Background: an optimization exercise with open tools, aiming at small area, a short achievable clock period and few clock cycles per item. Do not read the settings as production practice. RTL that was checked went through simulation tests only; none was proved equivalent to the original. Power and IR drop assume default switching activity.

// divider_nr
module divider_nr
  #
  (
   parameter BITS      = 16
   )
  (
   input wire                       clk,
   input wire                       reset,
   input wire                       start,
   input wire unsigned [BITS-1:0]   dividend,
   input wire unsigned [BITS-1:0]   divisor,
   output logic                     done,
   output logic unsigned [BITS-1:0] quotient,
   output logic unsigned [BITS-1:0] remainder
   );
export LEC_CHECK = 0
export ABC_AREA = 1
export CAP_MARGIN = 5
export CORE_MARGIN = 2
export CORE_UTILIZATION = 60
export SETUP_SLACK_MARGIN = 1.0
export SLEW_MARGIN = 5
create_clock -name core_clock -period 5.0 [get_ports {clk}]
standard.sh (not shown) runs the stock make flow with config.mk's settings and CLKGATE_MAP_FILE= SYNTH_SCRIPT=/design/flow/synth_recipe.tcl, a recipe that flattens the netlist after the stock synthesis.
==> flow/flow/run.sh <==
#!/bin/bash
cp standard.sh standard_sh.txt
export BUFFER_PORTS_ARGS="-buffer_cell sky130_fd_sc_hd__buf_2"
bash standard.sh > standard.log 2>&1
The baseline finished with timing, DRC and antenna clean.
Testbench counts at the start, summed over its fixed seeds: cycles 5,943, items 1,600.
Next try:
--- a/flow/flow/run.sh
+++ b/flow/flow/run.sh
@@ -3,0 +4 @@
+export ADDER_MAP_FILE=
Settings changed: CAP_MARGIN 5 to 20, CORE_UTILIZATION 60 to 50, SLEW_MARGIN 5 to 20.
Final area climbs by 0.78%. Sequential share of layout area drops by 0.19 points. Setup slack is better by 0.057 ns. Die area climbs by about 21%. Via count climbs by 2.9%. Power drops by about 2.6%. Clock-buffer cell count is unchanged.
Next try:
Settings changed: ABC_AREA 1 to unset, CORE_UTILIZATION 50 to 60, SETUP_SLACK_MARGIN 1.0 to 1.15.
Total power goes up by 20%.
Global-route usage goes up by 5.8 points.
Design area goes up by 31%.
Non-clock buffer count goes up by 65.
Fmax goes down by 11%.
Final cell count goes down by 17%.
Synthesized area goes up by 6.2%.
Next try:
--- a/flow/flow/run.sh
+++ b/flow/flow/run.sh
@@ -4 +3,0 @@
-export ADDER_MAP_FILE=
Settings changed: ABC_AREA set to 1, SETUP_SLACK_MARGIN 1.15 to 0.8.
Result: Sequential power falls by 10%. Critical path depth falls by 2. Clock power rises by about 6%. Total power falls by 17%. Final area falls by 25%. Sequential share of layout area rises by 5.8 points. Combinational power falls by 22%. Register-to-register slack gains 0.70 ns. Die area falls by 7.3%. Worst setup slack gains 0.30 ns.
Next try:
Settings changed: PLACE_DENSITY set to 0.75, SETUP_SLACK_MARGIN 0.8 to 1.0.
Global-route usage is lower by 0.22 points.
Register-to-register slack gets better by 0.14 ns.
Non-clock buffer count is higher by 1.
Routed wire length is higher by 0.56%.
Setup slack gets better by 0.067 ns.
Critical path depth is higher by 13.
Final cell count stays flat.
Combinational power barely changes.
Synthesized cell count does not change.
Cell area is higher by 0.96%.

* * *

## orange
Another version of the RTL of divider_nr (not shown whole).
Size: ~750 cells after synthesis, ~53 flip-flops, ~68 I/O pins.
==> flow/config.mk <==
export PLATFORM = sky130hd
export DESIGN_NAME = divider_nr
export DESIGN_NICKNAME = divider_nr
export VERILOG_FILES = /design/flow/design.v
export SDC_FILE = /design/flow/constraint.sdc
export NUM_CORES = 4
export LEC_CHECK = 0
export ABC_AREA = 1
export CAP_MARGIN = 20
export CORE_MARGIN = 2
export CORE_UTILIZATION = 60
export SETUP_SLACK_MARGIN = 1.2
export SLEW_MARGIN = 20
==> flow/constraint.sdc <==
create_clock -name core_clock -period 5.0 [get_ports {clk}]
set_input_delay 1.0000 -clock core_clock [delete_from_list [all_inputs] [get_ports {clk}]]
set_output_delay 1.0000 -clock core_clock [all_outputs]
set_load 0.01 [all_outputs]
==> flow/flow/run.sh <==
#!/bin/bash
cp standard.sh standard_sh.txt
export BUFFER_PORTS_ARGS="-buffer_cell sky130_fd_sc_hd__buf_2"
bash standard.sh > standard.log 2>&1
orange completed; timing, DRC and antenna clean
For green, these inputs were changed with respect to orange:
# orange
export LEC_CHECK = 0
export ABC_AREA = 1
export CAP_MARGIN = 20
export CORE_MARGIN = 2
export CORE_UTILIZATION = 60
export SETUP_SLACK_MARGIN = 1.2
export SLEW_MARGIN = 20
create_clock -name core_clock -period 5.0 [get_ports {clk}]
# green
export LEC_CHECK = 0
export ABC_AREA = 1
export CAP_MARGIN = 20
export CORE_MARGIN = 2
export CORE_UTILIZATION = 60
export SETUP_SLACK_MARGIN = 1.0
export SLEW_MARGIN = 20
create_clock -name core_clock -period 5.0 [get_ports {clk}]
Notes after the runs:
- Looking at final worst setup slack, green sits below orange.
- Summary: register-to-register slack, green worse than orange
- On sum of routed wire length over all layers, green does better than orange.
- Number of clock buffers in the layout: green vs orange identical
- Of green and orange, the higher combinational fraction of design power belongs to orange.
Function was not checked in any run of this note: the RTL went through the layout flow alone.

* * *

Another version of the RTL of divider_nr (not shown whole).
Size in the first run: ~630 cells after synthesis, roughly 68 I/O pins.
==> flow/design.v (excerpt) <==
module divider_nr
  #
  (
   parameter BITS      = 16
   )
  (
   input wire                       clk,
   input wire                       reset,
   input wire                       start,
   input wire unsigned [BITS-1:0]   dividend,
   input wire unsigned [BITS-1:0]   divisor,
   output logic                     done,
   output logic unsigned [BITS-1:0] quotient,
   output logic unsigned [BITS-1:0] remainder
   );
clock: 5.0 ns
lec_check: 0
abc_area: 1
cap_margin: 20
core_margin: 2
core_utilization: 40
slew_margin: 20
run.sh (not shown) runs the stock make flow with config.mk's settings and CLKGATE_MAP_FILE= SYNTH_SCRIPT=/design/flow/synth_recipe.tcl, a recipe that flattens the netlist after the stock synthesis.
Stock flow here: none of the scripts above is used.
The baseline produced a clean layout.
Next try:
ABC_AREA = unset   (was 1)
Outcome: First-iteration DRC count drops by 0.47%; area after synthesis drops by 4.7%; final area drops by 1.4%; combinational power climbs by about 5%; power climbs by 6.4%.
Next try:
ABC_AREA = 1   (was unset)
SETUP_SLACK_MARGIN = 1.5   (was unset)
=> The changed run completed with no timing, DRC or antenna violations; routed wire length climbs by 21%; die area rose by 4.7%; clock-buffer cell count stays the same; via count went up by 26%; worst setup slack is better by 1.1 ns; worst hold slack degrades by 0.033 ns.
Next try:
SETUP_SLACK_MARGIN = 1.0   (was 1.5)
After rerunning: The new run produced a clean layout; design area is lower by roughly a tenth; global-route usage is lower by 2.7 points; clock power is lower by a few percent; sequential share of layout area is higher by 2.5 points; final cell count is lower by a few percent; core utilization is lower by 8.7 points; hold slack gets worse by 0.0031 ns; wire length is lower by roughly a tenth; area after synthesis does not change; combinational power is lower by about a fifth; setup slack gets worse by 0.31 ns.
Next try:
SETUP_SLACK_MARGIN = 0.5   (was 1.0)
Result: Non-clock buffer count went down by 27; power decreases by 5.4%; final cell count falls by 3.3%; cell area shrinks by 7.8%; clock power stays flat; clock-buffer cell count does not change; clock skew hardly moves; worst hold slack hardly moves; setup slack loses 0.38 ns.
Function was not checked in any run of this note: the RTL went through the layout flow alone.

static timing again, ports no longer ideal:
How much do the figures lean on ideal ports? The routed layouts below were timed once more, with nothing changed but the port constraints.
Step 1, drivers: a clkbuf_16 drives clk and a buf_2 each remaining input, both assumed.
Step 2 moves the port delays by t, midway between the first and last clock arrival at a register: inputs arrive t later, outputs are due t later. That takes back most of the time a late clock gives input paths.
Three values: no drivers, after step 1, after step 2; two values: the first two.
run | shift t [ns] | setup slack, ns | clock arrival spread, ns
the first run of note 1 | 0.340 | 1.161 / 1.131 / 0.872 | 0.008 / 0.007
the second run of note 1 | 0.340 | 1.218 / 1.189 / 1.107 | 0.004 / 0.004
the third run of note 1 | 0.334 | 0.739 / 0.710 / 0.520 | 0.012 / 0.012
the fourth run of note 1 | 0.342 | 1.039 / 1.008 / 0.725 | 0.009 / 0.009
the fifth run of note 1 | 0.339 | 1.106 / 1.116 / 0.777 | 0.009 / 0.008
orange | 0.335 | 1.196 / 1.200 / 0.865 | 0.009 / 0.009
green | 0.334 | 1.101 / 1.110 / 0.777 | 0.008 / 0.007
the first run of note 3 | 0.337 | 0.617 / 0.627 / 0.291 | 0.005 / 0.005
the second run of note 3 | 0.342 | 0.387 / 0.393 / 0.051 | 0.015 / 0.016
the third run of note 3 | 0.348 | 1.460 / 1.461 / 1.113 | 0.012 / 0.012
the fourth run of note 3 | 0.339 | 1.149 / 1.116 / 0.859 | 0.004 / 0.004
the fifth run of note 3 | 0.336 | 0.769 / 0.737 / 0.462 | 0.005 / 0.004
After both steps every run listed still meets setup and hold. For the third run of note 3, which loses most, drivers alone change the setup slack by +0.001 ns; drivers and shift together by -0.347 ns.
